Context: an optimization exercise on an open-source flow, tuned for small area. The choices shown serve that exercise and are no tape-out recipe. Function was checked by simulation only, so behaviour that the tests miss may differ from the original. In every run shown here, the design's own scripts or RTL, not TritonCTS, make the clock network. The flow treats the clock pin as an ideal source. Dropping or thinning the clock tree relies on that and would not hold on a real chip. Power figures rest on the tool's default switching activity, not on a simulated workload.

### flow/flow/run.sh
#!/bin/bash
# Own layout flow: the standard ORFS flow (standard.sh) with these changes
# to how the layout is made:
#  - synthesis (flow/synth.tcl) is the standard synthesis script, but
#    adders are left to ABC instead of being mapped to the library's adder
#    cells first (ADDER_MAP_FILE empty), and ABC uses an area-oriented script;
#    registers, their names and cell types are those of the standard synthesis;
#  - the port buffers are the smallest buffer (buf_1) instead of a delay cell;
#  - the clock tree is built by flow/cts_manual.tcl: the clock port drives
#    a few clock buffers, each driving a group of nearby flip-flops.
# The make output goes to flow_make.log; each ORFS step logs to orfs/logs/.
set -euo pipefail
export OWN_WORK_DIR="$(pwd)"
export OWN_FLOW_DIR="$(pwd)/flow"
export OWN_CTS_LEAVES=5
export OWN_CTS_MAX_LEAVES=9
export OWN_CTS_TRIES=16
export OWN_CTS_SLEW=0.112
export OWN_CTS_CELL=sky130_fd_sc_hd__clkbuf_16
export OWN_CTS_ROOT=sky130_fd_sc_hd__clkbuf_8
bash standard.sh \
  SYNTH_SCRIPT="$OWN_FLOW_DIR/synth.tcl" \
  ADDER_MAP_FILE= \
  RECOVER_POWER=100 \
  "BUFFER_PORTS_ARGS=-buffer_cell sky130_fd_sc_hd__buf_1" \
  PRE_CTS_TCL="$OWN_FLOW_DIR/cts_manual.tcl" \
  finish > flow_make.log 2>&1
### flow/design.v
module pm_shape #(
		parameter KIND = 0            
	) (
		input clk,
		input rst,
		input go,
		output reg [1:0] cnt,         
		output reg fin,
		output v1,                    
		output v2,                    
		output [4:0] t5,              
		output reg [2:0] u5,
		output [1:0] m3o,
		output [2:0] y7o
	);
	reg [1:0] m3;
	reg [2:0] y7;
	assign m3o = (KIND == 2) ? m3 : 2'd0;
	assign y7o = (KIND == 2) ? y7 : 3'd0;
	localparam N = (KIND == 0) ? 13 : (KIND == 1) ? 15 : 11;
	reg [1:0]  ph;
	wire run = ph[0] | ph[1];
	assign v1 = ph[1];
	assign v2 = ph[1] & !ph[0];
	reg [N-1:0] T;
	assign t5 = T[4:0];
	reg f0, f1, f2, set1, set2;
	always @(*) begin
		f0 = (T[8:0] == 9'd336) && (u5 == 3'd0);             
		set1 = (T[8:0] == 9'd337) && (u5 == 3'd0);           
		case (KIND)
			0: begin  
				f1 = (T == 13'd4826) && (u5 == 3'd2);        
				set2 = (T == 13'd4827) && (u5 == 3'd2);
				f2 = v2 && (T[10:0] == 11'd86);              
			end
			1: begin  
				f1 = (T == 15'd23794);                       
				set2 = (T == 15'd23795);
				f2 = v2 && (T[10:0] == 11'd622);             
			end
			default: begin  
				f1 = (T[10:0] == 11'd84) && (m3 == 2'd0) && (y7 == 3'd0);   
				set2 = (T[10:0] == 11'd85) && (m3 == 2'd1) && (y7 == 3'd0);
				f2 = v2 && (T[10:0] == 11'd196) && (m3 == 2'd2);           
			end
		endcase
	end
	wire start = go & !run;
	always @(posedge clk) begin
		if (start) begin
			T <= {N{1'b1}}; u5 <= 3'd7; m3 <= 2'd3; y7 <= 3'd4;
		end else begin
			T <= T + 1'b1;
			if (&T[3:0]) u5 <= (u5 == 3'd4) ? 3'd0 : u5 + 1'b1;
			m3 <= (m3 == 2'd2) ? 2'd0 : m3 + 1'b1;
			if (T[0] && m3 == 2'd2) y7 <= (y7 == 3'd6) ? 3'd0 : y7 + 1'b1;
		end
		case (ph)
			2'b00: if (go) ph <= 2'b01;
			2'b01: if (set1) ph <= 2'b11;
			2'b11: if (set2) ph <= 2'b10;
			default: ;
		endcase
		fin <= 1'b0;
		case (cnt)
			2'd0: if (go) cnt <= 2'd1;
			2'd1: if (f0) cnt <= 2'd2;
			2'd2: if (f1) cnt <= 2'd3;
			2'd3: if (f2) begin cnt <= 2'd0; fin <= 1'b1; end
		endcase
		if (rst) begin
			ph <= 2'd0; cnt <= 2'd0; fin <= 1'b0;
		end
	end
endmodule
module pipe_make(
		input clk,
		input rst,
		input [2:0] colour,
		input [7:0] in_x,
		input [6:0] in_y,
		input [7:0] width,
		input [6:0] height,
		input go_draw,
		input [3:0] pipe_type,
		output finish_draw,
		output [7:0] out_x,
		output [6:0] out_y,
		output [2:0] out_colour
	);
	wire [2:0] s = (pipe_type > 4'd5) ? 3'd0 : pipe_type[2:0];
	wire [1:0] cnt [0:5];
	wire [5:0] fin, v1, v2;
	wire [4:0] t5 [0:5];
	wire [2:0] u5 [0:5];
	wire [1:0] m3 [0:5];
	wire [2:0] y7 [0:5];
	genvar i;
	generate
		for (i = 0; i < 6; i = i + 1) begin : shape
			pm_shape #(.KIND(i == 0 ? 0 : i == 1 ? 1 : 2)) u(
				.clk(clk), .rst(rst), .go(go_draw && s == i),
				.cnt(cnt[i]), .fin(fin[i]), .v1(v1[i]), .v2(v2[i]),
				.t5(t5[i]), .u5(u5[i]), .m3o(m3[i]), .y7o(y7[i]));
		end
	endgenerate
	wire [1:0] c = cnt[s];
	wire [4:0] t = {t5[1][4] & (s == 3'd1), t5[s][3:0]};
	wire [2:0] u = u5[s];
	wire [1:0] m = m3[s];
	wire [2:0] y = y7[s];
	wire ver = (s == 3'd0);
	wire hor = (s == 3'd1);
	wire right = (s == 3'd3) || (s == 3'd5);
	wire down = (s == 3'd4) || (s == 3'd5);
	reg [6:0] j;
	reg [2:0] m6;
	reg [2:0] dx;
	reg [3:0] dy;
	reg zero, green;
	always @(*) begin
		j = 7'd0; m6 = 3'd0;
		zero = 1'b0; green = 1'b0;
		m6 = (t[0] ? 3'd3 : 3'd0) + (m == 2'd1 ? 3'd4 : m == 2'd2 ? 3'd2 : 3'd0);
		if (m6 >= 3'd6) m6 = m6 - 3'd6;
		case (c)
			2'd0: begin  
				dx = 3'd4; dy = 4'd4; green = 1'b1;
			end
			2'd1: begin  
				dx = t[2:0]; dy = {u, t[3]}; zero = (u == 3'd7);
			end
			2'd2: begin  
				zero = !v1[s]; green = v1[s];
				if (ver) begin         
					j = {u, t[3:0]} + 7'd38;
					if (j >= 7'd80) j = j - 7'd80;
					if (j >= 7'd40) j = j - 7'd40;
					dx = 3'd2 + j[1:0]; dy = j[5:2];
				end else if (hor) begin  
					j = {2'b0, t} - 7'd18;
					dx = j[2:0]; dy = 4'd3 + j[4:3];
				end else begin           
					dx = (right ? 3'd2 : 3'd0) + m6;
					dy = (down ? 4'd3 : 4'd0) + y;
				end
			end
			default: begin  
				zero = !v2[s];
				if (ver || hor) begin    
					dx = {2'b0, t[0]}; dy = 4'd0;
				end else begin           
					dx = (right ? 3'd6 : 3'd0) + m6[0];
					dy = (down ? 4'd7 : 4'd0) + ((m6 >= 3'd2) ? (m6 - 3'd2) >> 1 : (m6 + 3'd4) >> 1);
				end
			end
		endcase
	end
	wire [7:0] sx = in_x + dx;
	wire [6:0] sy = in_y + dy;
	assign finish_draw = fin[s];
	assign out_x = zero ? 8'd0 : sx;
	assign out_y = zero ? 7'd0 : sy;
	assign out_colour = {1'b0, green, 1'b0};
endmodule
### flow/flow/abc_area.script
strash
&get -n
&st
&dc2
&dch -f
&nf -a -R 1000
&st
&dc2
&dch -f
&nf -a -R 1000
&st
&dc2
&dch -f
&nf -a -R 1000
&put
### flow/flow/synth.tcl
# The standard synthesis (synth_recipe.tcl, which sources ORFS's synth.tcl
# and then flattens and renames), with one change: ABC maps the logic with an
# area-oriented script (flow/abc_area.script). Registers are mapped before
# ABC runs, so their count, names and cells are the standard synthesis's.
proc abc {args} {
  set i [lsearch -exact $args -script]
  if {$i >= 0} { lset args [expr {$i + 1}] $::env(OWN_FLOW_DIR)/abc_area.script }
  yosys abc {*}$args
}
source $::env(OWN_WORK_DIR)/synth_recipe.tcl
### flow/constraint.sdc
create_clock -name core_clock -period 10.0 [get_ports {clk}]
set_input_delay 2.0000 -clock core_clock [delete_from_list [all_inputs] [get_ports {clk}]]
set_output_delay 2.0000 -clock core_clock [all_outputs]
set_load 0.01 [all_outputs]
### flow/config.mk
export PLATFORM = sky130hd
export DESIGN_NAME = pipe_make
export DESIGN_NICKNAME = pipe_make
export VERILOG_FILES = /design/flow/design.v
export SDC_FILE = /design/flow/constraint.sdc
export NUM_CORES = 4
export LEC_CHECK = 0
export CAP_MARGIN = 20
export CORE_MARGIN = 2
export CORE_UTILIZATION = 40
export SLEW_MARGIN = 20
### flow/standard.sh
#!/bin/bash
# synth_recipe.tcl (not shown) runs the flow's synth.tcl, then flattens the netlist and writes it again
# the make line also repeats each setting of config.mk as NAME=value (left out here)
make -C /OpenROAD-flow-scripts/flow DESIGN_CONFIG=/design/flow/config.mk WORK_HOME=/design/flow/orfs CLKGATE_MAP_FILE= SYNTH_SCRIPT=/design/flow/synth_recipe.tcl "${@:-finish}"
### flow/flow/cts_manual.tcl
# Clock tree by hand: the clock port drives a few clock buffers (directly, or
# through one root buffer), each placed at the centre of a group of
# flip-flops found by balanced k-means on their positions, and each driving the clock
# pins of its group. ORFS's cts.tcl then
# legalises the buffers and repairs timing as usual.
rename clock_tree_synthesis orfs_clock_tree_synthesis
set ::own_cts_id 0
proc own_cts_build {nleaf mode} {
  set cell $::env(OWN_CTS_CELL)
  set db [ord::get_db]
  set block [ord::get_db_block]
  set clknet [$block findNet clk]
  set sinks {}
  set xs {}
  set ys {}
  # sinks in name order, so that every start is the same whatever the order
  # of the net's pins
  set byname {}
  foreach it [$clknet getITerms] {
    lappend byname [list [[$it getInst] getName] $it]
  }
  foreach pair [lsort -index 0 $byname] {
    set it [lindex $pair 1]
    set inst [$it getInst]
    set bb [$inst getBBox]
    lappend sinks $it
    lappend xs [expr {([$bb xMin] + [$bb xMax]) / 2.0}]
    lappend ys [expr {([$bb yMin] + [$bb yMax]) / 2.0}]
  }
  set n [llength $sinks]
  puts "manual cts: $n sinks, $nleaf leaves of $cell, start $mode"
  # k-means start: sinks spread along x, y, x+y or x-y (modes 0-3), or
  # picked at random (modes 4 and up, seeded by the mode)
  set keys {}
  expr {srand($mode + 1)}
  for {set i 0} {$i < $n} {incr i} {
    set x [lindex $xs $i]
    set y [lindex $ys $i]
    switch -- $mode {
      0 { lappend keys $x }
      1 { lappend keys $y }
      2 { lappend keys [expr {$x + $y}] }
      3 { lappend keys [expr {$x - $y}] }
      default { lappend keys [expr {rand()}] }
    }
  }
  set order [lsort -real -indices $keys]
  set cx {}
  set cy {}
  for {set k 0} {$k < $nleaf} {incr k} {
    set i [lindex $order [expr {int(($k + 0.5) * $n / $nleaf)}]]
    lappend cx [lindex $xs $i]
    lappend cy [lindex $ys $i]
  }
  # balanced k-means: each group takes at most ceil(n / nleaf) flip-flops;
  # sinks are handed out nearest pair first
  set cap [expr {($n + $nleaf - 1) / $nleaf}]
  set asg {}
  for {set iter 0} {$iter < 30} {incr iter} {
    set pairs {}
    for {set i 0} {$i < $n} {incr i} {
      for {set k 0} {$k < $nleaf} {incr k} {
        set dx [expr {[lindex $xs $i] - [lindex $cx $k]}]
        set dy [expr {[lindex $ys $i] - [lindex $cy $k]}]
        lappend pairs [list [expr {$dx * $dx + $dy * $dy}] $i $k]
      }
    }
    set pairs [lsort -real -index 0 $pairs]
    set asg [lrepeat $n -1]
    set used [lrepeat $nleaf 0]
    foreach p $pairs {
      lassign $p d i k
      if {[lindex $asg $i] >= 0} continue
      if {[lindex $used $k] >= $cap} continue
      lset asg $i $k
      lset used $k [expr {[lindex $used $k] + 1}]
    }
    for {set k 0} {$k < $nleaf} {incr k} {
      set sx 0.0; set sy 0.0; set c 0
      for {set i 0} {$i < $n} {incr i} {
        if {[lindex $asg $i] == $k} {
          set sx [expr {$sx + [lindex $xs $i]}]
          set sy [expr {$sy + [lindex $ys $i]}]
          incr c
        }
      }
      if {$c > 0} {
        lset cx $k [expr {$sx / $c}]
        lset cy $k [expr {$sy / $c}]
      }
    }
  }
  set master [$db findMaster $cell]
  set leafdrv $clknet
  if {[info exists ::env(OWN_CTS_ROOT)] && $::env(OWN_CTS_ROOT) ne ""} {
    set rinst [odb::dbInst_create $block [$db findMaster $::env(OWN_CTS_ROOT)] "clkbuf_root_${::own_cts_id}"]
    set leafdrv [odb::dbNet_create $block "clk_root_${::own_cts_id}"]
    $leafdrv setSigType CLOCK
    [$rinst findITerm A] connect $clknet
    [$rinst findITerm X] connect $leafdrv
    set rx 0.0; set ry 0.0
    for {set k 0} {$k < $nleaf} {incr k} {
      set rx [expr {$rx + [lindex $cx $k] / $nleaf}]
      set ry [expr {$ry + [lindex $cy $k] / $nleaf}]
    }
    $rinst setLocation [expr {int($rx)}] [expr {int($ry)}]
    $rinst setPlacementStatus PLACED
  }
  for {set k 0} {$k < $nleaf} {incr k} {
    set inst [odb::dbInst_create $block $master "clkbuf_leaf_${::own_cts_id}_$k"]
    set net [odb::dbNet_create $block "clk_leaf_${::own_cts_id}_$k"]
    $net setSigType CLOCK
    [$inst findITerm A] connect $leafdrv
    [$inst findITerm X] connect $net
    set cnt 0
    for {set i 0} {$i < $n} {incr i} {
      if {[lindex $asg $i] == $k} {
        set it [lindex $sinks $i]
        $it disconnect
        $it connect $net
        incr cnt
      }
    }
    $inst setLocation [expr {int([lindex $cx $k])}] [expr {int([lindex $cy $k])}]
    $inst setPlacementStatus PLACED
    puts "manual cts: leaf $k drives $cnt sinks"
  }
  $clknet setSigType CLOCK
}

# Undo own_cts_build: every clock pin back on the clock port's net.
proc own_cts_remove {} {
  incr ::own_cts_id
  set block [ord::get_db_block]
  set clknet [$block findNet clk]
  foreach inst [$block getInsts] {
    set name [$inst getName]
    if {[string match clkbuf_leaf_* $name] || [string match clkbuf_root_* $name]} {
      odb::dbInst_destroy $inst
    }
  }
  foreach net [$block getNets] {
    set name [$net getName]
    if {[string match clk_leaf_* $name] || [string match clk_root_* $name]} {
      foreach it [$net getITerms] {
        $it disconnect
        $it connect $clknet
      }
      odb::dbNet_destroy $net
    }
  }
}

# The worst slew at a flip-flop clock pin, from placement parasitics.
proc own_cts_worst_slew {} {
  estimate_parasitics -placement
  set worst 0
  foreach pin [get_pins -hierarchical */CLK] {
    set s [get_property $pin slew_max]
    if {$s > $worst} { set worst $s }
  }
  return $worst
}

# Use the fewest leaf buffers (from OWN_CTS_LEAVES up) whose estimated worst
# clock-pin slew is within OWN_CTS_SLEW ns; for each count try OWN_CTS_TRIES
# k-means starts and keep the one with the lowest estimated slew.
proc clock_tree_synthesis {args} {
  set_propagated_clock [all_clocks]
  set nleaf $::env(OWN_CTS_LEAVES)
  while 1 {
    set best -1
    set bestw 1e9
    for {set mode 0} {$mode < $::env(OWN_CTS_TRIES)} {incr mode} {
      own_cts_build $nleaf $mode
      set w [own_cts_worst_slew]
      puts "manual cts: $nleaf leaves, start $mode, estimated worst clock-pin slew $w"
      own_cts_remove
      if {$w < $bestw} { set bestw $w; set best $mode }
    }
    if {$bestw <= $::env(OWN_CTS_SLEW) || $nleaf >= $::env(OWN_CTS_MAX_LEAVES)} break
    incr nleaf
  }
  own_cts_build $nleaf $best
  set w [own_cts_worst_slew]
  puts "manual cts: chose $nleaf leaves, start $best, estimated worst clock-pin slew $w"
}
==> flow_metrics.py, run 1 <==
metrics = {
    "floorplanning": {
        "core_um2": 17200,
        "effective_utilization_at_floorplan_pct": 40.7,
        "num_rows": 48,
        "die-height_um": 136,
        "io_pins": 59,
        "dieArea_um2": 18600,
        "die-width_um": 136,
    },
    "sta": {
        "tns_ns": 0,
        "max_freq_mhz": 107,
        "timing.clock.skew_ns": 0.00774,
        "timing.slew.headroom_pct": -7.53,
        "grt_setup_unrepaired": "no",
        "setup_violations": 0,
        "finalHoldViolations": 0,
        "post-route-min-period_ns": 9.39,
        "post-route-period-util_pct": 93.9,
        "max_slew.worst_pin.slew_ns": 1.61,
        "timing_max_transition_violations_final": 31,
        "hold_ws_ns": 0.464,
    },
    "finish": {
        "antenna-diode-count": 0,
        "num-nets-final": 981,
        "proportion_of_layout_cells_with_a_drive_suffix_above_1_pct": 1.92,
        "mostFrequentLayoutCell": "nand2_1",
        "syn_to_final_growth_pct": 8.95,
        "most_frequent_cells_in_the_layout": "nand2_1 (146), dfxtp_1 (140), nor2_1 (88)",
    },
    "worst_setup_path": {
        "cp_slowest_stage_delay_ns": 0.29,
        "r2r-end": "shape[1].u.T[14]",
        "critical_path.max_fanout": 16,
        "worstReg2RegStart": "shape[1].u.T[0]",
        "cp_data_arrival_time_ns": 7.39,
        "worstSetupEndpointType": "output port",
        "reg2reg_slack_ns": 7.22,
        "timing.critical_path.mode_cell": "a21oi_1",
        "cp_startpoint_kind": "input port",
        "cp_slowest_cell": "or2_1",
        "timing_worst_setup_path_type": "input port to output port",
        "cp.required_ns": 8.00,
        "rr_worst_depth": 10,
    },
    "min_path": {
        "hold_end": "shape[4].u.T[0]",
        "worst_hold_path.num_cells": 1,
        "min-delay-path-class": "flip-flop to flip-flop",
        "hold_path.startpoint": "shape[4].u.T[0]",
    },
    "clock_network": {
        "cts-resized-gates": 0,
        "postCtsSetupBuffers": 0,
        "worstSkewPairLatency_ns": 0.41,
        "cts.reportedPaths.clkPinSlew_ns": 0.10,
        "cts_hold_repair.buffers": 0,
    },
    "synth": {
        "postSynth.asyncResetShare_pct": 0,
        "synth_top_flop_cell": "dfxtp_1",
        "synth_seq_area_share_pct": 40.1,
        "synthesis.instances": 888,
        "synth_seq_cells": 140,
        "netlist_area_um2": 6990,
        "yosysWarningCount": 4,
        "synth_cell_types": 51,
        "syn_avg_cell_area_um2": 7.87,
        "netlist.area_leader.share_pct": 40.1,
        "yosys-top-cells-area": "dfxtp_1 (40%), nand2_1 (7.8%), xnor2_1 (5.1%)",
        "synth-edff-count": 0,
        "synth_largest_area_cell": "dfxtp_1",
    },
    "route": {
        "vias_per_cell": 5.64,
        "post-route-drc-count": 0,
        "drtIter0Drc": 606,
        "dr.pass1.iters": 7,
        "ant_nets": 0,
        "num_vias": 6562,
        "detail_route.wl_per_cell_um": 15.7,
        "totalWireLength_um": 18300,
    },
    "power_and_ir_drop": {
        "power.switching_fraction_pct": 40.5,
        "power.leakage_nw": 2.79,
        "power.switching_w": 0.000791,
        "p_per_area_nw_per_um2": 256,
        "pwr-share-seq_pct": 54.9,
        "max-vdd-ir-drop_mv": 0.172,
        "p_clk_share_pct": 13.6,
        "totalPowerFinal_w": 0.00195,
        "power_frac_comb_pct": 31.5,
        "intPower_w": 0.00116,
    },
    "global_route": {
        "grt_max_degree": 31,
        "antenna_found_initial": 0,
        "vias_in_the_first_global_route": 5757,
        "grt.overflow.total": 0,
        "first_pass_grt_wire_length_um": 29400,
        "grtUsageTotal_pct": 19.3,
    },
    "outcome": {
        "result_of_the_run": "failed layout checks",
        "check-failures": "max-capacitance violations, max-slew violations",
    },
    "run": {
        "max_cap_viol_count": 1,
    },
    "placement": {
        "port-buffer-count": 38,
        "routabilityCongestion": 1.00,
        "dpl_wire_length_um": 13600,
    },
}
==> metal layers <==
layer / routed length, µm / GRT usage (%)
met1: 8890 / 28.6
met2: 7830 / 30.5
met3: 1280 / 2.42
met4: 266 / 2.78
met5: 0 / 0
==> worst max-delay path by stage <==
stage | startpoint | to | slack (ns) | depth (start not counted)
2_1_floorplan | pipe_type[1] | out_y[5] | 0.72 | 25
3_3_place_gp | pipe_type[1] | out_y[6] | 0.52 | 30
3_5_place_dp | pipe_type[1] | out_y[6] | 0.39 | 30
4_1_cts | pipe_type[1] | out_y[6] | 0.38 | 30
5_1_grt | pipe_type[1] | out_y[6] | 0.03 | 31
6_report | pipe_type[1] | out_y[6] | 0.61 | 31
==> state kept, by name, indices dropped and copies added (netlist names) <==
register / cells
shape.u.y7: 12
shape.u.ph: 12
shape.u.fin: 6
shape.u.m3: 8
shape.u.cnt: 12
shape.u.T: 72
shape.u.u5: 18
==> layout make-up <==
cell class	instances	area [µm²]
inverters	17	63.8
repair buffers	47	203
flip-flops and latches	140	2800
plain buffers	6	139
well taps	225	282
fillers	1788	9560
multi-input cells	729	4130
==> cells by family (layout without fill, tap and decap cells) <==
family | after synthesis | in the layout | share of synthesized area (%)
simple gates | 444 | 444 | 31.0
compound gates | 225 | 225 | 20.3
flops | 140 | 140 | 40.1
xor+xnor | 56 | 56 | 7.01
buf+inv | 20 | 70 | 1.23
fa+ha+maj | 1 | 1 | 0.143
other cells | 1 | 2 | 0.0536
mux | 1 | 1 | 0.143
==> Yosys cell counts, drive strengths merged (5+ instances only) <==
| cell | number |
|---|---|
| a21o | 9 |
| a21oi | 64 |
| a222oi | 15 |
| a22oi | 10 |
| a311oi | 5 |
| a31oi | 12 |
| a41oi | 5 |
| and2 | 20 |
| and3 | 34 |
| clkinv | 17 |
| dfxtp | 140 |
| nand2 | 146 |
| nand2b | 9 |
| nand3 | 26 |
| nand3b | 9 |
| nand4 | 13 |
| nand4b | 5 |
| nor2 | 89 |
| nor2b | 12 |
| nor3 | 43 |
| nor3b | 8 |
| nor4 | 11 |
| o211ai | 8 |
| o21a | 8 |
| o21ai | 64 |
| or3 | 5 |
| xnor2 | 41 |
| xor2 | 15 |
==> stage by stage <==
step / utilization, % / worst slack, ns / instances / area [µm²]
final: 44.4 / 0.612 / 1164 / 7620
after global routing: 44.4 / 0.0307 / 1164 / 7620
after CTS: 44.3 / 0.380 / 1164 / 7600
after detailed placement: 43.5 / 0.391 / 1158 / 7470
after global placement: 43.5 / 0.516 / 1158 / 7470
after floorplan: - / 0.723 / 889 / 7000
==> critical path: cells and delay by family <==
kind | cells | cell delay (ns)
and+or+nand+nor | 12 | 1.96
xor gates and xnor gates | 3 | 0.41
buffers and inverters | 4 | 0.82
AOI/OAI and AO/OA | 12 | 2.18
==> power by group through the flow <==
stage,logic [W],clock network [W],registers (W)
6_report,0.000615,0.000265,0.00107
4_1_cts,0.000612,0.000277,0.00107
2_1_floorplan,0.000507,0,0.000968
3_3_place_gp,0.000595,0,0.00108
5_1_grt,0.000709,0.000295,0.00111
3_5_place_dp,0.000608,0,0.00108
==> inputs of run 2 (changes only) <==
--- a/flow/flow/run.sh
+++ b/flow/flow/run.sh
@@ -21,7 +21,6 @@
 bash standard.sh \
   SYNTH_SCRIPT="$OWN_FLOW_DIR/synth.tcl" \
   ADDER_MAP_FILE= \
-  RECOVER_POWER=100 \
   "BUFFER_PORTS_ARGS=-buffer_cell sky130_fd_sc_hd__buf_1" \
   PRE_CTS_TCL="$OWN_FLOW_DIR/cts_manual.tcl" \
   finish > flow_make.log 2>&1
==> run 2 against run 1 <==
Now clean on timing, DRC and antenna. Wire length barely moved. Clock skew barely moved. Clock power barely moved. Cell count did not move. Maximum frequency fell by 0.16%. Flip-flop and latch count did not move. Power barely moved. Sequential power barely moved. Critical endpoint is now out_y[5]. Largest power group unchanged. Highest routed layer unchanged.
==> flow_metrics.py, run 2 <==
metrics = {
    "global_route": {
        "grtUsageTotal_pct": 19.3,
        "first_pass_grt_wire_length_um": 29400,
        "grt_max_degree": 31,
        "grt.overflow.total": 0,
        "vias_in_the_first_global_route": 5757,
        "antenna_found_initial": 0,
    },
    "synth": {
        "netlist_area_um2": 6990,
        "synth_cell_types": 51,
        "syn_avg_cell_area_um2": 7.87,
        "yosys-top-cells-area": "dfxtp_1 (40%), nand2_1 (7.8%), xnor2_1 (5.1%)",
        "synth_top_flop_cell": "dfxtp_1",
        "postSynth.asyncResetShare_pct": 0,
        "yosysWarningCount": 4,
        "synth_seq_cells": 140,
        "synth-edff-count": 0,
        "synth_seq_area_share_pct": 40.1,
        "netlist.area_leader.share_pct": 40.1,
        "ranking_of_synthesized_cells_by_instance_count": "nand2_1 (146), dfxtp_1 (140), nor2_1 (89), a21oi_1 (64), o21ai_0 (64)",
        "synthesis.instances": 888,
        "post-synth-top-count-cell": "nand2_1",
        "synth_largest_area_cell": "dfxtp_1",
    },
    "route": {
        "met2_wirelength_um": 7790,
        "dr.pass1.iters": 6,
        "highest_metal_used": "met4",
        "vias_per_cell": 5.65,
        "detail_route.wl_per_cell_um": 15.7,
        "m1WireLength_um": 8900,
        "met3WireLength_um": 1310,
        "totalWireLength_um": 18300,
        "num_vias": 6575,
        "ant_nets": 0,
        "drtIter0Drc": 624,
        "post-route-drc-count": 0,
    },
    "sta": {
        "timing.slew.headroom_pct": 46.5,
        "timing_max_transition_violations_final": 0,
        "grt_setup_unrepaired": "no",
        "timing.clock.skew_ns": 0.00773,
        "hold_ws_ns": 0.464,
        "setup_violations": 0,
        "post-route-period-util_pct": 94.0,
        "finalHoldViolations": 0,
        "max_freq_mhz": 106,
        "tns_ns": 0,
        "max_slew.worst_pin.slew_ns": 0.782,
        "post-route-min-period_ns": 9.40,
    },
    "finish": {
        "top_regs": "shape.u.T: 72 flops, shape.u.u5: 18 flops",
        "num-nets-final": 981,
        "proportion_of_layout_cells_with_a_drive_suffix_above_1_pct": 2.24,
        "regMostFlops": "shape.u.T",
        "mostFrequentLayoutCell": "nand2_1",
        "syn_to_final_growth_pct": 9.11,
        "antenna-diode-count": 0,
        "layout.core_utilization_pct": 44.4,
        "most_frequent_cells_in_the_layout": "nand2_1 (146), dfxtp_1 (140), nor2_1 (88)",
        "largest_reg_flops": 72,
        "stdcell_area_um2": 7630,
    },
    "worst_setup_path": {
        "rr_worst_depth": 10,
        "startpoint": "pipe_type[1]",
        "timing.critical_path.mode_cell": "a21oi_1",
        "cp.required_ns": 8.00,
        "cp_startpoint_kind": "input port",
        "worstSetupEndpointType": "output port",
        "timing_worst_setup_path_type": "input port to output port",
        "worstReg2RegStart": "shape[1].u.T[0]",
        "cp_slowest_cell": "o31ai_1",
        "cp_slowest_stage_delay_ns": 0.30,
        "r2r-end": "shape[1].u.T[14]",
        "critical_path.max_fanout": 16,
        "reg2reg_slack_ns": 7.22,
        "cp_data_arrival_time_ns": 7.40,
    },
    "clock_network": {
        "cts-resized-gates": 0,
        "cts.reportedPaths.clkPinSlew_ns": 0.10,
        "worstSkewPairLatency_ns": 0.41,
        "postCtsSetupBuffers": 0,
        "cts_hold_repair.buffers": 0,
    },
    "power_and_ir_drop": {
        "power.switching_w": 0.000791,
        "power.switching_fraction_pct": 40.5,
        "p_clk_share_pct": 13.6,
        "p_per_area_nw_per_um2": 256,
        "max-vdd-ir-drop_mv": 0.174,
        "power.leakage_nw": 2.80,
        "pwr-share-seq_pct": 54.9,
        "intPower_w": 0.00116,
        "power_frac_comb_pct": 31.5,
    },
    "floorplanning": {
        "die-width_um": 136,
        "io_pins": 59,
        "num_rows": 48,
        "effective_utilization_at_floorplan_pct": 40.7,
        "dieArea_um2": 18600,
        "core_um2": 17200,
        "die-height_um": 136,
    },
    "placement": {
        "dpl-instance-area_um2": 7470,
        "port-buffer-count": 38,
        "dpl_wire_length_um": 13600,
        "routabilityCongestion": 1.00,
    },
    "min_path": {
        "min-delay-path-class": "flip-flop to flip-flop",
        "worst_hold_path.num_cells": 1,
        "hold_path.startpoint": "shape[4].u.T[0]",
        "hold_end": "shape[4].u.T[0]",
    },
    "outcome": {
        "result_of_the_run": "finished clean",
    },
    "run": {
        "max_cap_viol_count": 0,
    },
}
## run 2: cell counts after synthesis
Identical to the previous run, type by type.
## run 2: worst max path at each step
stage	to	cells after the start
after floorplan	out_y[5]	25
after detailed placement	out_y[6]	30
after global routing	out_y[6]	31
after CTS	out_y[6]	30
after global placement	out_y[6]	30
final	out_y[5]	30
## run 2: logic make-up (layout without fill, tap and decap cells)
logic type,count (synthesis),count (layout),synth area share [%]
simple gates,444,444,31.0
fa+ha+maj,1,1,0.143
flops,140,140,40.1
buf+inv,20,70,1.23
mux,1,1,0.143
xor+xnor,56,56,7.01
other cells,1,2,0.0536
compound gates,225,225,20.3
## run 2: power groups by stage
stage | registers (W) | logic, W | clock network (W)
6_report | 0.00107 | 0.000616 | 0.000265
5_1_grt | 0.00111 | 0.000709 | 0.000295
4_1_cts | 0.00107 | 0.000612 | 0.000277
3_5_place_dp | 0.00108 | 0.000608 | 0
3_3_place_gp | 0.00108 | 0.000595 | 0
2_1_floorplan | 0.000968 | 0.000507 | 0
## run 2: final cells by class
type	count	area, µm²
Sequential cell	140	2800
Fill cell	1784	9550
Buffer	6	139
Multi-Input combinational cell	729	4130
Timing Repair Buffer	47	210
Inverter	17	63.8
Tap cell	225	282
## run 2: stage by stage
step | instances | setup slack, ns | power [W]
floorplan | 889 | 0.723 | 0.00148
global placement | 1158 | 0.516 | 0.00167
detailed placement | 1158 | 0.391 | 0.00168
CTS | 1164 | 0.380 | 0.00195
global route | 1164 | 0.0424 | 0.00211
finish | 1164 | 0.597 | 0.00195
## run 2: layer usage
metal  up-vias  global-route usage (%)
li1       3355                       -
met1      3014                    28.6
met2       190                    30.5
met3        16                    2.42
met4         0                    2.78
met5         -                       0
## run 2: worst max-delay path, delay by kind of cell
kind            cells  cell delay [ns]
compound gates     12             2.20
xor+xnor            2             0.28
buf+inv             4             0.85
simple gates       12             2.07
==> inputs of run 3 (changes only) <==
--- a/flow/design.v
+++ b/flow/design.v
@@ -157,8 +157,14 @@
 			end
 		endcase
 	end
-	wire [7:0] sx = in_x + dx;
-	wire [6:0] sy = in_y + dy;
+	reg [7:0] px;
+	reg [6:0] py;
+	always @(posedge clk) begin
+		px <= in_x;
+		py <= in_y;
+	end
+	wire [7:0] sx = ((c == 2'd0) ? in_x : px) + dx;
+	wire [6:0] sy = ((c == 2'd0) ? in_y : py) + dy;
 	assign finish_draw = fin[s];
 	assign out_x = zero ? 8'd0 : sx;
 	assign out_y = zero ? 7'd0 : sy;
==> run 3 against run 2 <==
Flip-flop and latch count rose by 15. Critical endpoint is now out_y[6]. Combinational power up 24%. Largest power group unchanged. Worst setup slack worse by 0.057 ns.
==> flow_metrics.py, run 3 <==
metrics = {
    "synth": {
        "netlist_area_um2": 7500,
        "syn_avg_cell_area_um2": 8.04,
        "ranking_of_synthesized_cells_by_instance_count": "dfxtp_1 (155), nand2_1 (149), nor2_1 (106), o21ai_0 (61), a21oi_1 (52)",
        "synth_largest_area_cell": "dfxtp_1",
        "synth_seq_area_share_pct": 41.4,
        "synth_seq_cells": 155,
        "netlist.area_leader.share_pct": 41.4,
        "synth_cell_types": 54,
        "synth-edff-count": 0,
        "post-synth-top-count-cell": "dfxtp_1",
        "yosys-top-cells-area": "dfxtp_1 (41%), nand2_1 (7.5%), nor2_1 (5.3%)",
        "yosysWarningCount": 4,
        "synthesis.instances": 932,
        "postSynth.asyncResetShare_pct": 0,
        "synth_top_flop_cell": "dfxtp_1",
    },
    "global_route": {
        "grtUsageMet3_pct": 1.29,
        "grtUsageTotal_pct": 18.7,
        "global_route.peak_usage_layer": "met2",
        "first_pass_grt_wire_length_um": 31300,
        "grt.overflow.total": 0,
        "antenna_found_initial": 0,
        "gr-usage-met1_pct": 27.3,
        "met2_usage_pct": 30.2,
        "grt_max_degree": 30,
        "vias_in_the_first_global_route": 6150,
    },
    "outcome": {
        "result_of_the_run": "finished clean",
    },
    "route": {
        "dr.pass1.iters": 5,
        "vias_per_cell": 5.60,
        "ant_nets": 0,
        "post-route-drc-count": 0,
        "totalWireLength_um": 19100,
        "drtIter0Drc": 607,
        "detail_route.wl_per_cell_um": 15.7,
        "num_vias": 6834,
    },
    "clock_network": {
        "cts.reportedPaths.clkPinSlew_ns": 0.10,
        "postCtsSetupBuffers": 0,
        "cts_hold_repair.buffers": 0,
        "worstSkewPairLatency_ns": 0.43,
        "cts-resized-gates": 0,
    },
    "worst_setup_path": {
        "cp_startpoint_kind": "input port",
        "cp.required_ns": 8.00,
        "worstSetupEndpointType": "output port",
        "timing_worst_setup_path_type": "input port to output port",
        "critical_path.max_fanout": 18,
        "cp_slowest_cell": "maj3_1",
        "worst-path-buf-inv": 7,
        "crit_family": "compound AO/OA/AOI/OAI gates",
        "cp_slowest_stage_delay_ns": 0.42,
        "cp_data_arrival_time_ns": 7.46,
    },
    "sta": {
        "max_slew.worst_pin.slew_ns": 0.933,
        "finalHoldViolations": 0,
        "max_freq_mhz": 106,
        "timing_max_transition_violations_final": 0,
        "timing.slew.headroom_pct": 37.6,
        "setup_violations": 0,
        "post-route-period-util_pct": 94.6,
        "timing.clock.skew_ns": 0.00915,
        "hold_ws_ns": 0.466,
        "post-route-min-period_ns": 9.46,
    },
    "floorplanning": {
        "core_um2": 18500,
        "die-width_um": 141,
        "num_rows": 50,
        "dieArea_um2": 19900,
        "effective_utilization_at_floorplan_pct": 40.5,
        "die-height_um": 141,
        "io_pins": 59,
    },
    "finish": {
        "num-nets-final": 1028,
        "most_frequent_cells_in_the_layout": "dfxtp_1 (155), nand2_1 (148), nor2_1 (105)",
        "regMostFlops": "shape.u.T",
        "proportion_of_layout_cells_with_a_drive_suffix_above_1_pct": 2.23,
        "largest_reg_flops": 72,
        "mostFrequentLayoutCell": "dfxtp_1",
        "antenna-diode-count": 0,
        "syn_to_final_growth_pct": 9.05,
        "top_regs": "shape.u.T: 72 flops, shape.u.u5: 18 flops",
    },
    "placement": {
        "port-buffer-count": 38,
        "dpl_wire_length_um": 14200,
        "routabilityCongestion": 0.889,
    },
    "power_and_ir_drop": {
        "max-vdd-ir-drop_mv": 0.0936,
        "totalPowerFinal_w": 0.00221,
        "power.leakage_nw": 3.07,
        "p_per_area_nw_per_um2": 270,
    },
    "min_path": {
        "min-delay-path-class": "flip-flop to flip-flop",
    },
    "run": {
        "max_cap_viol_count": 0,
    },
}
[run 3: area by class of cell]
cell class                 count  area, µm²
multi-input combinational    758       4330
inverter                      17       63.8
fill                        1874      10300
tap                          234        293
timing repair buffer          49        225
buffer                         7        164
sequential                   155       3100
[run 3: final timing paths]
path | startpoint | end | slack [ns] | cells after the start
max | pipe_type[1] | out_y[6] | 0.54 | 28
min | shape[0].u.T[0] | shape[0].u.T[0] | 0.47 | 1
max reg2reg | shape[1].u.T[0] | shape[1].u.T[14] | 7.61 | 11
min reg2reg | shape[0].u.T[0] | shape[0].u.T[0] | 0.47 | 1
[run 3: where the power goes]
group | total, W | switching (W) | internal [W]
logic | 0.000766 | 0.000418 | 0.000348
registers | 0.00113 | 0.000305 | 0.000829
clock network | 0.000307 | 0.000190 | 0.000117
[run 3: logic make-up (layout without fill, tap and decap cells)]
logic type / count (synthesis) / after routing / share of synthesized area, %
other: 1 / 2 / 0.0500
AND/OR/NAND/NOR: 465 / 465 / 30.3
buffers and inverters: 20 / 73 / 1.15
XOR/XNOR: 57 / 57 / 6.66
flip-flops: 155 / 155 / 41.4
multiplexers: 14 / 14 / 1.87
AO/OA/AOI/OAI: 219 / 219 / 18.4
adder cells (fa/ha/maj): 1 / 1 / 0.134
[run 3: per-stage QoR]
stage          area, µm²  util, %  cells  setup slack, ns  setup TNS [ns]
2_1_floorplan       7500        -    933            0.793               0
3_5_place_dp        8000     43.2   1213            0.452               0
6_report            8180     44.1   1220            0.540               0
4_1_cts             8160     44.1   1220            0.444               0
5_1_grt             8180     44.1   1220          -0.0136         -0.0136
3_3_place_gp        8000     43.2   1213            0.546               0
[run 3: layer usage]
| metal | routed length [µm] | vias up |
|---|---|---|
| met5 | 0 | - |
| met4 | 505 | 0 |
| met3 | 789 | 30 |
| met2 | 8430 | 147 |
| met1 | 9410 | 3142 |
| li1 | - | 3515 |
==> inputs of run 4 (changes only) <==
--- a/flow/flow/run.sh
+++ b/flow/flow/run.sh
@@ -6,8 +6,12 @@
 #    cells first (ADDER_MAP_FILE empty), and ABC uses an area-oriented script;
 #    registers, their names and cell types are those of the standard synthesis;
 #  - the port buffers are the smallest buffer (buf_1) instead of a delay cell;
-#  - the clock tree is built by flow/cts_manual.tcl: the clock port drives
-#    a few clock buffers, each driving a group of nearby flip-flops.
+#  - the clock tree is built by flow/cts_manual.tcl instead of TritonCTS:
+#    the clock port drives one root buffer (clkbuf_8), which drives a few
+#    clkbuf_16 leaf buffers, each placed at the centre of a group of nearby
+#    flip-flops (balanced k-means) and driving their clock pins. It uses the
+#    fewest leaves (5 to 9) whose estimated worst clock-pin slew is within
+#    112 ps; ORFS's cts.tcl then legalises the buffers and repairs timing.
 # The make output goes to flow_make.log; each ORFS step logs to orfs/logs/.
 set -euo pipefail
 export OWN_WORK_DIR="$(pwd)"
==> run 4 against run 3 <==
Still clean. First-iteration DRC count is the same. Die area is the same. Via count is the same. Combinational power is essentially flat. Utilization is the same. Critical path type unchanged. Largest cell class unchanged.
==> flow_metrics.py, run 4 <==
metrics = {
    "global_route": {
        "vias_in_the_first_global_route": 6150,
        "grt.overflow.total": 0,
        "grt_max_degree": 30,
        "first_pass_grt_wire_length_um": 31300,
        "grtUsageTotal_pct": 18.7,
        "antenna_found_initial": 0,
    },
    "power_and_ir_drop": {
        "power.switching_fraction_pct": 41.4,
        "p_per_area_nw_per_um2": 270,
        "intPower_w": 0.00129,
        "power.leakage_nw": 3.07,
        "max-vdd-ir-drop_mv": 0.0936,
        "power.switching_w": 0.000913,
        "power_frac_comb_pct": 34.7,
        "p_clk_share_pct": 13.9,
        "pwr-share-seq_pct": 51.4,
    },
    "sta": {
        "hold_ws_ns": 0.466,
        "max_slew.worst_pin.slew_ns": 0.933,
        "max_freq_mhz": 106,
        "timing.clock.skew_ns": 0.00915,
        "post-route-min-period_ns": 9.46,
        "post-route-period-util_pct": 94.6,
        "timing_max_transition_violations_final": 0,
        "timing.slew.headroom_pct": 37.6,
        "finalHoldViolations": 0,
        "setup_violations": 0,
    },
    "route": {
        "totalWireLength_um": 19100,
        "num_vias": 6834,
        "drtIter0Drc": 607,
        "post-route-drc-count": 0,
        "ant_nets": 0,
        "dr.pass1.iters": 5,
        "vias_per_cell": 5.60,
        "detail_route.wl_per_cell_um": 15.7,
    },
    "floorplanning": {
        "dieArea_um2": 19900,
        "core_um2": 18500,
        "num_rows": 50,
        "effective_utilization_at_floorplan_pct": 40.5,
        "die-width_um": 141,
        "io_pins": 59,
        "die-height_um": 141,
    },
    "synth": {
        "synth_seq_area_share_pct": 41.4,
        "synth_cell_types": 54,
        "syn_avg_cell_area_um2": 8.04,
        "post-synth-top-count-cell": "dfxtp_1",
        "postSynth.asyncResetShare_pct": 0,
        "synth_largest_area_cell": "dfxtp_1",
        "synth_seq_cells": 155,
        "synth_top_flop_cell": "dfxtp_1",
        "netlist.area_leader.share_pct": 41.4,
        "yosys-top-cells-area": "dfxtp_1 (41%), nand2_1 (7.5%), nor2_1 (5.3%)",
        "synthesis.instances": 932,
        "synth-edff-count": 0,
        "yosysWarningCount": 4,
        "netlist_area_um2": 7500,
        "ranking_of_synthesized_cells_by_instance_count": "dfxtp_1 (155), nand2_1 (149), nor2_1 (106), o21ai_0 (61), a21oi_1 (52)",
    },
    "outcome": {
        "result_of_the_run": "finished clean",
    },
    "finish": {
        "layout.core_utilization_pct": 44.1,
        "multi_input_comb_area_um2": 4330,
        "final-seq-area_um2": 3100,
        "proportion_of_layout_cells_with_a_drive_suffix_above_1_pct": 2.23,
        "number_of_fill_cells_in_the_layout": 1874,
        "num-nets-final": 1028,
        "most_frequent_cells_in_the_layout": "dfxtp_1 (155), nand2_1 (148), nor2_1 (105)",
        "mostFrequentLayoutCell": "dfxtp_1",
        "largest_reg_flops": 72,
        "antenna-diode-count": 0,
        "regMostFlops": "shape.u.T",
        "syn_to_final_growth_pct": 9.05,
        "top_regs": "shape.u.T: 72 flops, shape.u.u5: 18 flops",
    },
    "clock_network": {
        "cts_hold_repair.buffers": 0,
        "worstSkewPairLatency_ns": 0.43,
        "cts.reportedPaths.clkPinSlew_ns": 0.10,
        "postCtsSetupBuffers": 0,
    },
    "worst_setup_path": {
        "cp.required_ns": 8.00,
        "critical_path.max_fanout": 18,
        "timing_worst_setup_path_type": "input port to output port",
        "cp_slowest_stage_delay_ns": 0.42,
        "rr_worst_depth": 11,
        "worstSetupEndpointType": "output port",
        "cp_slowest_cell": "maj3_1",
        "cp_data_arrival_time_ns": 7.46,
        "cp_startpoint_kind": "input port",
    },
    "placement": {
        "dpl_wire_length_um": 14200,
        "routabilityCongestion": 0.889,
        "port-buffer-count": 38,
    },
    "min_path": {
        "worst_hold_path.num_cells": 1,
        "min-delay-path-class": "flip-flop to flip-flop",
    },
    "run": {
        "max_cap_viol_count": 0,
    },
}
-- run 4: cell counts after synthesis --
Identical to the previous run, type by type.
-- run 4: metal layers --
layer | GRT usage, % | up-vias | share of wire (%)
li1 | - | 3515 | -
met1 | 27.3 | 3142 | 49
met2 | 30.2 | 147 | 44
met3 | 1.29 | 30 | 4.1
met4 | 4.42 | 0 | 2.6
met5 | 0 | - | 0
-- run 4: power by group through the flow --
stage	clock [W]	combinational, W	sequential, W
after global routing	0.000342	0.000879	0.00117
after CTS	0.000319	0.000764	0.00113
after floorplan	0	0.000624	0.00103
after detailed placement	0	0.000760	0.00114
final	0.000307	0.000766	0.00113
after global placement	0	0.000747	0.00114
-- run 4: stage by stage --
step | power [W] | setup WS (ns) | cell area (µm²) | cells | setup TNS (ns)
final | 0.00221 | 0.540 | 8180 | 1220 | 0
after global routing | 0.00239 | -0.0136 | 8180 | 1220 | -0.0136
after CTS | 0.00221 | 0.444 | 8160 | 1220 | 0
after detailed placement | 0.00190 | 0.452 | 8000 | 1213 | 0
after global placement | 0.00188 | 0.546 | 8000 | 1213 | 0
after floorplan | 0.00165 | 0.793 | 7500 | 933 | 0
-- run 4: cell families (layout without fill, tap and decap cells) --
kind of cell | count (synthesis) | count (layout) | share of synthesized area, %
DFF | 155 | 155 | 41.4
xor gates and xnor gates | 57 | 57 | 6.66
and+or+nand+nor | 465 | 465 | 30.3
buffers and inverters | 20 | 73 | 1.15
other | 1 | 2 | 0.0500
muxes | 14 | 14 | 1.87
AOI/OAI and AO/OA | 219 | 219 | 18.4
adders and majority gates | 1 | 1 | 0.134
-- run 4: final timing paths --
kind | end | slack (ns) | start
min reg2reg | shape[0].u.T[0] | 0.47 | shape[0].u.T[0]
min | shape[0].u.T[0] | 0.47 | shape[0].u.T[0]
max reg2reg | shape[1].u.T[14] | 7.61 | shape[1].u.T[0]
max | out_y[6] | 0.54 | pipe_type[1]
-- run 4: layout make-up --
cell class / count / share of cell area (%)
buffer: 7 / 2.00
sequential: 155 / 38.0
multi-input combinational: 758 / 52.9
tap: 234 / 3.58
timing repair buffer: 49 / 2.75
inverter: 17 / 0.781
-- run 4: repair_timing --
item                       CTS  global route
resized for setup            0             4
hold endpoints to repair     0             0
setup endpoints to repair    0             2
-- run 4: critical path, delay by kind of cell --
kind	cells	cell delay [ns]
xor+xnor	3	0.67
compound gates	11	2.35
simple gates	6	0.79
fa+ha+maj	1	0.42
buf+inv	7	1.21
==> inputs of run 5 (changes only) <==
--- a/flow/design.v
+++ b/flow/design.v
@@ -157,14 +157,8 @@
 			end
 		endcase
 	end
-	reg [7:0] px;
-	reg [6:0] py;
-	always @(posedge clk) begin
-		px <= in_x;
-		py <= in_y;
-	end
-	wire [7:0] sx = ((c == 2'd0) ? in_x : px) + dx;
-	wire [6:0] sy = ((c == 2'd0) ? in_y : py) + dy;
+	wire [7:0] sx = in_x + dx;
+	wire [6:0] sy = in_y + dy;
 	assign finish_draw = fin[s];
 	assign out_x = zero ? 8'd0 : sx;
 	assign out_y = zero ? 7'd0 : sy;
==> flow/flow/run.sh (replaced) <==
#!/bin/bash
# Own layout flow: the standard ORFS flow (standard.sh) with these changes
# to how the layout is made:
#  - synthesis (flow/synth.tcl) is the standard synthesis script, but
#    adders are left to ABC instead of being mapped to the library's adder
#    cells first (ADDER_MAP_FILE empty), and ABC uses an area-oriented script;
#    registers, their names and cell types are those of the standard synthesis;
#  - the port buffers are the smallest buffer (buf_1) instead of a delay cell;
#  - the clock tree is built by flow/cts_manual.tcl: the clock port drives
#    a few clock buffers, each driving a group of nearby flip-flops.
# The make output goes to flow_make.log; each ORFS step logs to orfs/logs/.
set -euo pipefail
export OWN_WORK_DIR="$(pwd)"
export OWN_FLOW_DIR="$(pwd)/flow"
export OWN_CTS_LEAVES=5
export OWN_CTS_MAX_LEAVES=9
export OWN_CTS_TRIES=16
export OWN_CTS_SLEW=0.112
export OWN_CTS_CELL=sky130_fd_sc_hd__clkbuf_16
export OWN_CTS_ROOT=sky130_fd_sc_hd__clkbuf_4
bash standard.sh \
  SYNTH_SCRIPT="$OWN_FLOW_DIR/synth.tcl" \
  ADDER_MAP_FILE= \
  "BUFFER_PORTS_ARGS=-buffer_cell sky130_fd_sc_hd__buf_1" \
  PRE_CTS_TCL="$OWN_FLOW_DIR/cts_manual.tcl" \
  finish > flow_make.log 2>&1
--- a/flow/flow/cts_manual.tcl
+++ b/flow/flow/cts_manual.tcl
@@ -96,8 +96,8 @@
     set rinst [odb::dbInst_create $block [$db findMaster $::env(OWN_CTS_ROOT)] "clkbuf_root_${::own_cts_id}"]
     set leafdrv [odb::dbNet_create $block "clk_root_${::own_cts_id}"]
     $leafdrv setSigType CLOCK
-    [$rinst findITerm A] connect $clknet
-    [$rinst findITerm X] connect $leafdrv
+    [own_cts_pin $rinst in] connect $clknet
+    [own_cts_pin $rinst out] connect $leafdrv
     set rx 0.0; set ry 0.0
     for {set k 0} {$k < $nleaf} {incr k} {
       set rx [expr {$rx + [lindex $cx $k] / $nleaf}]
@@ -110,8 +110,8 @@
     set inst [odb::dbInst_create $block $master "clkbuf_leaf_${::own_cts_id}_$k"]
     set net [odb::dbNet_create $block "clk_leaf_${::own_cts_id}_$k"]
     $net setSigType CLOCK
-    [$inst findITerm A] connect $leafdrv
-    [$inst findITerm X] connect $net
+    [own_cts_pin $inst in] connect $leafdrv
+    [own_cts_pin $inst out] connect $net
     set cnt 0
     for {set i 0} {$i < $n} {incr i} {
       if {[lindex $asg $i] == $k} {
@@ -126,6 +126,15 @@
     puts "manual cts: leaf $k drives $cnt sinks"
   }
   $clknet setSigType CLOCK
+}
+
+# A buffer's or inverter's input and output pins.
+proc own_cts_pin {inst dir} {
+  foreach it [$inst getITerms] {
+    if {$dir eq "in" && [$it isInputSignal]} { return $it }
+    if {$dir eq "out" && [$it isOutputSignal]} { return $it }
+  }
+  error "no $dir pin on [$inst getName]"
 }
 
 # Undo own_cts_build: every clock pin back on the clock port's net.
==> run 5 against run 4 <==
Still clean on timing, DRC and antenna. Synthesized cell count decreased by 4.7%. Flip-flop and latch count decreased by 15. Combinational power decreased by about 20%. Critical endpoint is now out_y[5]. Global-route usage increased by 0.68 points. Largest power group unchanged. Wire length decreased by 3.6%. Hold slack got worse by 0.0043 ns. Sequential power decreased by 5%. Cell area decreased by 6.4%. Worst setup slack improved by 0.036 ns.
==> flow_metrics.py, run 5 <==
metrics = {
    "sta": {
        "post-route-period-util_pct": 94.2,
        "final_critical_path_setup_slack_ns": 0.576,
        "timing.clock.skew_ns": 0.00822,
        "setup_violations": 0,
        "max_slew.worst_pin.slew_ns": 0.772,
        "grt_setup_unrepaired": "no",
        "timing_max_transition_violations_final": 0,
        "timing.slew.headroom_pct": 47.2,
        "post-route-min-period_ns": 9.42,
        "max_freq_mhz": 106,
        "finalHoldViolations": 0,
        "tns_ns": 0,
    },
    "synth": {
        "postSynth.asyncResetShare_pct": 0,
        "synthesis.instances": 888,
        "netlist.area_leader.share_pct": 40.1,
        "syn_avg_cell_area_um2": 7.87,
        "synth_cell_types": 51,
        "yosys-top-cells-area": "dfxtp_1 (40%), nand2_1 (7.8%), xnor2_1 (5.1%)",
        "synth_top_flop_cell": "dfxtp_1",
        "synth_largest_area_cell": "dfxtp_1",
        "yosysWarningCount": 4,
        "netlist_area_um2": 6990,
        "post-synth-top-count-cell": "nand2_1",
        "ranking_of_synthesized_cells_by_instance_count": "nand2_1 (146), dfxtp_1 (140), nor2_1 (89), a21oi_1 (64), o21ai_0 (64)",
        "synth_seq_cells": 140,
        "synth-edff-count": 0,
        "synth_seq_area_share_pct": 40.1,
    },
    "finish": {
        "multi_input_comb_area_um2": 4130,
        "mostFrequentLayoutCell": "nand2_1",
        "number_of_fill_cells_in_the_layout": 1778,
        "regMostFlops": "shape.u.T",
        "final-seq-area_um2": 2800,
        "most_frequent_cells_in_the_layout": "nand2_1 (146), dfxtp_1 (140), nor2_1 (88)",
        "syn_to_final_growth_pct": 9.38,
        "num-nets-final": 982,
        "antenna-diode-count": 0,
        "top_regs": "shape.u.T: 72 flops, shape.u.u5: 18 flops",
        "proportion_of_layout_cells_with_a_drive_suffix_above_1_pct": 2.34,
        "largest_reg_flops": 72,
    },
    "floorplanning": {
        "die-height_um": 136,
        "io_pins": 59,
        "dieArea_um2": 18600,
        "num_rows": 48,
        "die-width_um": 136,
        "core_um2": 17200,
        "effective_utilization_at_floorplan_pct": 40.7,
    },
    "worst_setup_path": {
        "reg2reg_slack_ns": 7.23,
        "r2r-end": "shape[1].u.T[14]",
        "cp.required_ns": 8.00,
        "cp_slowest_cell": "or2_1",
        "startpoint": "pipe_type[1]",
        "worstSetupEndpointType": "output port",
        "cp_data_arrival_time_ns": 7.42,
        "timing_worst_setup_path_type": "input port to output port",
        "worstReg2RegStart": "shape[1].u.T[0]",
        "timing.critical_path.mode_cell": "a21oi_1",
        "cp_slowest_stage_delay_ns": 0.29,
        "rr_worst_depth": 10,
        "cp_startpoint_kind": "input port",
        "critical_path.max_fanout": 16,
    },
    "clock_network": {
        "cts.reportedPaths.clkPinSlew_ns": 0.09,
        "worstSkewPairLatency_ns": 0.53,
        "cts_hold_repair.buffers": 0,
    },
    "placement": {
        "routabilityCongestion": 1.00,
        "dp_worst_setup_slack_ns": 0.391,
        "dpl_wire_length_um": 13600,
        "port-buffer-count": 38,
    },
    "power_and_ir_drop": {
        "p_per_area_nw_per_um2": 258,
        "max-vdd-ir-drop_mv": 0.147,
        "power.leakage_nw": 2.81,
    },
    "route": {
        "totalWireLength_um": 18400,
        "dr.pass1.iters": 7,
        "ant_nets": 0,
        "vias_per_cell": 5.68,
        "detail_route.wl_per_cell_um": 15.8,
        "drtIter0Drc": 590,
        "num_vias": 6622,
        "post-route-drc-count": 0,
    },
    "min_path": {
        "hold_end": "shape[4].u.T[0]",
        "worst_hold_path.num_cells": 1,
        "min-delay-path-class": "flip-flop to flip-flop",
        "hold_path.startpoint": "shape[4].u.T[0]",
    },
    "global_route": {
        "first_pass_grt_wire_length_um": 29500,
        "grt.overflow.total": 0,
        "antenna_found_initial": 1,
        "vias_in_the_first_global_route": 5763,
        "grt_max_degree": 31,
        "grtUsageTotal_pct": 19.4,
    },
    "run": {
        "max_cap_viol_count": 0,
    },
    "outcome": {
        "result_of_the_run": "finished clean",
    },
}
## run 5: changes by cell type after synthesis, moves of 6 or more
cell	change
a21oi_1	+12
a222oi_1	+6
a31oi_1	-13
and2_0	+8
dfxtp_1	-15
mux2i_1	-13
nor2_1	-17
nor3_1	+7
nor4b_1	-9
## run 5: what timing repair did
action	4_1_cts	5_1_grt
endpoints found under the hold margin	0	0
setup buffers	0	0
endpoints found under the setup margin	0	3
resized for setup	0	7
## run 5: logic make-up after synthesis
logic type / Yosys count / synth area share [%]
simple gates: 444 / 31.0
compound gates: 225 / 20.3
flops: 140 / 40.1
xor+xnor: 56 / 7.01
buf+inv: 20 / 1.23
fa+ha+maj: 1 / 0.143
other cells: 1 / 0.0536
mux: 1 / 0.143
## run 5: critical path, delay by kind of cell
family,cells,cell delay [ns]
AOI/OAI and AO/OA,12,2.20
and+or+nand+nor,12,2.08
buffers and inverters,4,0.86
xor gates and xnor gates,2,0.27
## run 5: final cells by class
cell class	count	area share (%)
plain buffers	7	2.06
inverters	17	0.834
multi-input cells	729	54.0
flip-flops and latches	140	36.6
well taps	225	3.68
repair buffers	47	2.75
## run 5: worst max-delay path by stage
stage,end,slack (ns),cells past startpoint
floorplan,out_y[5],0.72,25
global placement,out_y[6],0.52,30
detailed placement,out_y[6],0.39,30
CTS,out_y[6],0.38,30
global route,out_y[6],0.01,31
finish,out_y[5],0.58,30
## run 5: routing by layer
metal	share of wire, %	GRT usage [%]	up-vias
li1	-	-	3353
met1	49	28.8	3044
met2	43	30.5	200
met3	7.1	2.54	23
met4	1.6	2.89	2
met5	0.071	0	-
## run 5: metrics by stage
| step | total power (W) | instance area [µm²] | hold slack (ns) | std cells | utilization [%] |
|---|---|---|---|---|---|
| after floorplan | 0.00148 | 7000 | 0.395 | 889 | - |
| after global placement | 0.00167 | 7470 | 0.437 | 1158 | 43.5 |
| after detailed placement | 0.00168 | 7470 | 0.443 | 1158 | 43.5 |
| after CTS | 0.00197 | 7620 | 0.467 | 1165 | 44.4 |
| after global routing | 0.00213 | 7650 | 0.481 | 1165 | 44.5 |
| final | 0.00197 | 7650 | 0.461 | 1165 | 44.5 |
## run 5: power breakdown
part	leakage, nW	switching, W	internal, W
registers	1.17	0.000302	0.000772
logic	1.56	0.000326	0.000291
clock network	0.0785	0.000173	0.000110

afterwards: timing with drivers on the ports:
The results above use ideal ports. As a check the final layouts listed here were re-extracted and re-timed, cells and wires unchanged. Step 1 (the two cells are an assumption about what drives the block):
set clk [get_ports {clk}]
set_driving_cell -lib_cell sky130_fd_sc_hd__clkbuf_16 $clk
set_driving_cell -lib_cell sky130_fd_sc_hd__buf_2 [delete_from_list [all_inputs] $clk]
Step 2 adds t to the input delays and takes it off the output delays; t is the mean of the earliest and latest rising clock arrival at the registers after step 1. Input paths then give back, and output paths get back, about the clock's delay inside the block. Slacks: no drivers / after step 1 / after step 2; pairs: no drivers / after step 1.
run	t, ns	setup WS [ns]	slew at the worst register clock pin (ns)	cell pins on the clock port's net
run 1	0.449	0.612 / 0.591 / 0.591	0.10 / 0.10	1
run 2	0.450	0.597 / 0.577 / 0.577	0.10 / 0.10	1
run 3	0.472	0.540 / 0.519 / 0.519	0.10 / 0.10	1
run 4	0.472	0.540 / 0.519 / 0.519	0.10 / 0.10	1
run 5	0.566	0.576 / 0.556 / 0.556	0.10 / 0.10	1
